From an optimization exercise on the open Yosys and OpenROAD flow, aimed at small area and a short achievable clock period; shortcuts taken in it are not production practice. Function was checked by simulation only, so behaviour that the tests miss may differ from the original.

## Filter_block_1
module Filter_block_1 (
    input clk,
    input rst_n,
    input ena,
    input signed [0:15] x_in,
    output reg signed [0:31] y_out
);
  wire [15:0] x_le = x_in;    
  reg [15:0] h0;
  reg [15:0] h1;
  reg [15:0] h2;
  reg [15:0] h3;
  reg [15:0] h4;
  reg [15:0] h5;
  reg [15:0] h6;
  reg [15:0] h7;
  reg [15:0] h8;
  reg [15:0] h9;
  reg [15:0] h10;
  reg [15:0] h11;
  reg [15:0] h12;
  reg [15:0] h13;
  reg [15:0] h14;
  reg [15:0] h15;
  reg [15:0] h16;
  reg [15:0] h17;
  reg [15:0] h18;
  reg [15:0] h19;
  reg [15:0] h20;
  reg [15:0] h21;
  reg [15:0] h22;
  reg [15:0] h23;
  reg [15:0] h24;
  reg [15:0] h25;
  reg [15:0] h26;
  reg [15:0] h27;
  reg [15:0] h28;
  reg [15:0] h29;
  reg [15:0] h30;
  reg [15:0] h31;
  reg [15:0] h32;
  reg [15:0] h33;
  reg [15:0] h34;
  reg [15:0] h35;
  reg [15:0] h36;
  reg [15:0] h37;
  reg [15:0] h38;
  reg [15:0] h39;
  reg [15:0] h40;
  reg [15:0] h41;
  reg [15:0] h42;
  reg [15:0] h43;
  reg [15:0] h44;
  reg [15:0] h45;
  reg [15:0] h46;
  reg [15:0] h47;
  reg [15:0] h48;
  reg [15:0] h49;
  reg [15:0] h50;
  reg [15:0] h51;
  reg [15:0] h52;
  reg [15:0] h53;
  reg [15:0] h54;
  reg [15:0] h55;
  ...
==> flow/config.mk <==
export PLATFORM = sky130hd
export DESIGN_NAME = Filter_block_1
export DESIGN_NICKNAME = Filter_block_1
export VERILOG_FILES = /design/flow/design.v
export SDC_FILE = /design/flow/constraint.sdc
export NUM_CORES = 4
export LEC_CHECK = 0
export CAP_MARGIN = 70
export CORE_MARGIN = 2
export CORE_UTILIZATION = 65
export PLACE_DENSITY = 0.75
export SLEW_MARGIN = 70
export SYNTH_HIERARCHICAL = 1
export SYNTH_MINIMUM_KEEP_SIZE = 0
==> flow/constraint.sdc <==
create_clock -name core_clock -period 16.0 [get_ports {clk}]
set_input_delay 3.2000 -clock core_clock [delete_from_list [all_inputs] [get_ports {clk}]]
set_output_delay 3.2000 -clock core_clock [all_outputs]
set_load 0.01 [all_outputs]
standard.sh (not shown) runs the stock make flow with config.mk's settings and CLKGATE_MAP_FILE= SYNTH_SCRIPT=/design/flow/synth_recipe.tcl, a recipe that flattens the netlist after the stock synthesis.
==> flow/flow/run.sh <==
#!/bin/bash
# Standard layout (the standard.sh: ORFS synth .. finish) with two changes:
#  - repair_timing is asked to keep a setup margin (flow/margin.txt), so that the timing
#    repair after placement, CTS and global routing works on paths longer than
#    (period - margin);
#  - after placement, the buffer trees of the high-fanout inputs ena and rst_n are rebuilt
#    as balanced two-level trees (flow/hfn2.tcl); their port buffers stay.
# The SDC, the clock period and every other setting are the design's.
set -euo pipefail
MARGIN=$(cat flow/margin.txt)
RES=orfs/results/sky130hd/Filter_block_1/base
bash standard.sh SETUP_SLACK_MARGIN=$MARGIN place > standard_place.log 2>&1
PLATFORM_DIR=$FLOW_HOME/platforms/sky130hd HFN_IN=$RES/3_place.odb HFN_SDC=$RES/3_place.sdc \
  HFN_PORTS="ena rst_n" HFN_LEAVES=40 HFN_MIDS=6 \
  HFN_LEAF_CELL=sky130_fd_sc_hd__buf_8 HFN_MID_CELL=sky130_fd_sc_hd__buf_16 \
  HFN_OUT=$RES/3_place_hfn.odb \
  openroad -no_init -exit flow/hfn2.tcl > hfn.log 2>&1
mv $RES/3_place_hfn.odb $RES/3_place.odb
bash standard.sh SETUP_SLACK_MARGIN=$MARGIN finish > standard_finish.log 2>&1
==> flow/flow/margin.txt <==
11.5
Other scripts of this flow, unchanged in this note and not shown: flow/flow/hfn2.tcl
The baseline finished with timing, DRC and antenna clean.
Rerun with:
Settings changed: CAP_MARGIN 70 to 20, CORE_UTILIZATION 65 to 55, CTS_BUF_LIST set to sky130_fd_sc_hd__clkbuf_16, CTS_CLUSTER_DIAMETER set to 100, CTS_CLUSTER_SIZE set to 22, PLACE_DENSITY 0.75 to not set, SLEW_MARGIN 70 to 20.
What happened:
- maximum frequency rises by 0.44%
- final cell count rises by 2.5%
- die area climbs by about 18%
- cell area is lower by about 2.4%
Rerun with:
==> flow/flow/margin.txt (replaced) <==
11.8
Settings changed: CAP_MARGIN 20 to 70, CTS_BUF_LIST sky130_fd_sc_hd__clkbuf_16 to not set, CTS_CLUSTER_DIAMETER 100 to not set, CTS_CLUSTER_SIZE 22 to not set, SLEW_MARGIN 20 to 70.
After rerunning: The changed run finished with timing, DRC and antenna clean; final area climbs by 7.8%; routed wire length came out higher by 4.4%.
Rerun with:
==> flow/flow/margin.txt (replaced) <==
11.5
Settings changed: CAP_MARGIN 70 to 20, CORE_UTILIZATION 55 to 65, PLACE_DENSITY set to 0.75, SLEW_MARGIN 70 to 20.
The new run went through all stages and came out clean.
Setup slack improves by 0.026 ns.
Via count barely changes.
Register-to-register slack improves by 0.05 ns.
Rerun with:
==> flow/flow/margin.txt (replaced) <==
11.3
Settings changed: CAP_MARGIN 20 to 70, CORE_UTILIZATION 65 to 55, PLACE_DENSITY 0.75 to not set, SLEW_MARGIN 20 to 70.
=> Final cell count goes up by 2.6%. Wire length grows by 7.8%. First-iteration DRC count drops by 23%. Worst hold slack gets worse by 0.020 ns. Core utilization falls by 12 points. Setup slack degrades by 0.14 ns. Global-route usage fell by 3.2 points. Sequential cell count is unchanged.

== build 9 ==
Starting RTL as in the previous note.
==> flow/config.mk <==
export PLATFORM = sky130hd
export DESIGN_NAME = Filter_block_1
export DESIGN_NICKNAME = Filter_block_1
export VERILOG_FILES = /design/flow/design.v
export SDC_FILE = /design/flow/constraint.sdc
export NUM_CORES = 4
export LEC_CHECK = 0
export CAP_MARGIN = 20
export CORE_MARGIN = 2
export CORE_UTILIZATION = 55
export CTS_BUF_LIST = sky130_fd_sc_hd__clkbuf_16
export CTS_CLUSTER_DIAMETER = 100
export CTS_CLUSTER_SIZE = 22
export SLEW_MARGIN = 20
export SYNTH_HIERARCHICAL = 1
export SYNTH_MINIMUM_KEEP_SIZE = 0
==> flow/constraint.sdc <==
create_clock -name core_clock -period 16.0 [get_ports {clk}]
set_input_delay 3.2000 -clock core_clock [delete_from_list [all_inputs] [get_ports {clk}]]
set_output_delay 3.2000 -clock core_clock [all_outputs]
set_load 0.01 [all_outputs]
==> flow/flow/margin.txt <==
11.6
Scripts as last shown in full above: flow/flow/run.sh
Other scripts of this flow, unchanged in this note and not shown: flow/flow/hfn2.tcl
In summary, build 9 completed successfully, with a layout that passed the timing, design-rule and antenna checks.
diff inputs: build 9 => build 1
# build 9
export LEC_CHECK = 0
export CAP_MARGIN = 20
export CORE_MARGIN = 2
export CORE_UTILIZATION = 55
export CTS_BUF_LIST = sky130_fd_sc_hd__clkbuf_16
export CTS_CLUSTER_DIAMETER = 100
export CTS_CLUSTER_SIZE = 22
export SLEW_MARGIN = 20
export SYNTH_HIERARCHICAL = 1
export SYNTH_MINIMUM_KEEP_SIZE = 0
create_clock -name core_clock -period 16.0 [get_ports {clk}]
# build 1
export LEC_CHECK = 0
export CAP_MARGIN = 20
export CORE_MARGIN = 2
export CORE_UTILIZATION = 55
export CTS_BUF_LIST = sky130_fd_sc_hd__clkbuf_16
export CTS_CLUSTER_DIAMETER = 80
export CTS_CLUSTER_SIZE = 26
export SLEW_MARGIN = 20
export SYNTH_HIERARCHICAL = 1
export SYNTH_MINIMUM_KEEP_SIZE = 0
create_clock -name core_clock -period 16.0 [get_ports {clk}]
==> flow/flow/margin.txt <==
11.5
--- outcome ---
Changes observed in build 1 relative to build 9: clock skew up 0.0044 ns, layout buffer count excluding clock buffers down about 20%.
Changes observed in build 1 relative to build 9: multi-input gate share of total cell area moved down, critical path depth in cells moved down, first-pass GRT wire length level, post-route standard cell area excluding fillers level.
Path type of the worst setup path: register to register -> build 9, register to primary output -> build 1
Of build 1 and build 9, the higher area occupied by multi-input gates belongs to build 9.
In terms of utilization, build 1 and build 9 differ only marginally.
Build 1 vs build 9, critical path launch point: y_out[27] vs h28[15]
The number of CTS-inserted buffers number comes out lower for build 9 vs build 1.
--- input diff build 1..build 41 ---
# build 1
export LEC_CHECK = 0
export CAP_MARGIN = 20
export CORE_MARGIN = 2
export CORE_UTILIZATION = 55
export CTS_BUF_LIST = sky130_fd_sc_hd__clkbuf_16
export CTS_CLUSTER_DIAMETER = 80
export CTS_CLUSTER_SIZE = 26
export SLEW_MARGIN = 20
export SYNTH_HIERARCHICAL = 1
export SYNTH_MINIMUM_KEEP_SIZE = 0
create_clock -name core_clock -period 16.0 [get_ports {clk}]
# build 41
export LEC_CHECK = 0
export CAP_MARGIN = 20
export CORE_MARGIN = 2
export CORE_UTILIZATION = 55
export SLEW_MARGIN = 20
export SYNTH_HIERARCHICAL = 1
export SYNTH_MINIMUM_KEEP_SIZE = 0
create_clock -name core_clock -period 16.0 [get_ports {clk}]
Findings:
Higher count of plain and timing-repair buffers among build 1 and build 41: build 41. Going from build 1 to build 41, routed wire length now sits higher; share of the clock period used by the worst path now sits higher. Diff build 1 -> build 41: setup slack went down 0.057 ns, clock skew went up 0.012 ns, routability congestion estimate held. Synthesized instance count essentially unchanged between build 41 and build 1.
Inputs modified between build 41 and build 80:
# build 41
export LEC_CHECK = 0
export CAP_MARGIN = 20
export CORE_MARGIN = 2
export CORE_UTILIZATION = 55
export SLEW_MARGIN = 20
export SYNTH_HIERARCHICAL = 1
export SYNTH_MINIMUM_KEEP_SIZE = 0
create_clock -name core_clock -period 16.0 [get_ports {clk}]
# build 80
export LEC_CHECK = 0
export CAP_MARGIN = 70
export CORE_MARGIN = 2
export CORE_UTILIZATION = 55
export SLEW_MARGIN = 70
export SYNTH_HIERARCHICAL = 1
export SYNTH_MINIMUM_KEEP_SIZE = 0
create_clock -name core_clock -period 16.0 [get_ports {clk}]
--- outcome ---
Routed wire in build 80 totals more than in build 41. Build 80 vs. build 41: smallest setup slack after layout shrank by 0.027 ns, number of antenna violations at the first check in global routing shows an increase of 1, relative area change from synthesis to final layout flat. Utilization delta (build 80 -> build 41): insignificant. Going from build 41 to build 80, final area held; via count of the first global-routing pass held.

what the ideal ports hide:
Ports are ideal in the flow. The routed layouts listed here were re-timed in OpenROAD. Step 1 (the two cells are an assumption about what drives the block):
set clk [get_ports {clk}]
set_driving_cell -lib_cell sky130_fd_sc_hd__clkbuf_16 $clk
set_driving_cell -lib_cell sky130_fd_sc_hd__buf_2 [delete_from_list [all_inputs] $clk]
Step 2 adds t to the input delays and takes it off the output delays; t is the mean of the earliest and latest rising clock arrival at the registers after step 1. Input paths then give back, and output paths get back, about the clock's delay inside the block. Three values: no drivers, after step 1, after step 2; two values: the first two.
run	t, ns	slack for setup (ns)	slew at the worst register clock pin (ns)	cell pins on the clock port's net
the first run of note 1	0.843	11.472 / 11.401 / 11.163	0.07 / 0.07	1
the second run of note 1	0.764	11.492 / 11.445 / 10.943	0.10 / 0.10	1
the third run of note 1	0.847	11.430 / 11.345 / 11.109	0.07 / 0.07	1
the fourth run of note 1	0.845	11.456 / 11.381 / 10.891	0.07 / 0.07	1
the fifth run of note 1	0.826	11.315 / 11.270 / 11.188	0.06 / 0.06	1
build 9	0.762	11.471 / 11.471 / 10.911	0.10 / 0.10	1
build 1	0.779	11.537 / 11.464 / 10.937	0.10 / 0.10	1
build 41	0.831	11.480 / 11.404 / 10.956	0.07 / 0.07	1
build 80	0.855	11.453 / 11.373 / 11.190	0.07 / 0.07	1
After both steps setup and hold are still met in every run listed. For build 1, which loses most, drivers alone change the setup slack by -0.073 ns; drivers and shift together by -0.600 ns.
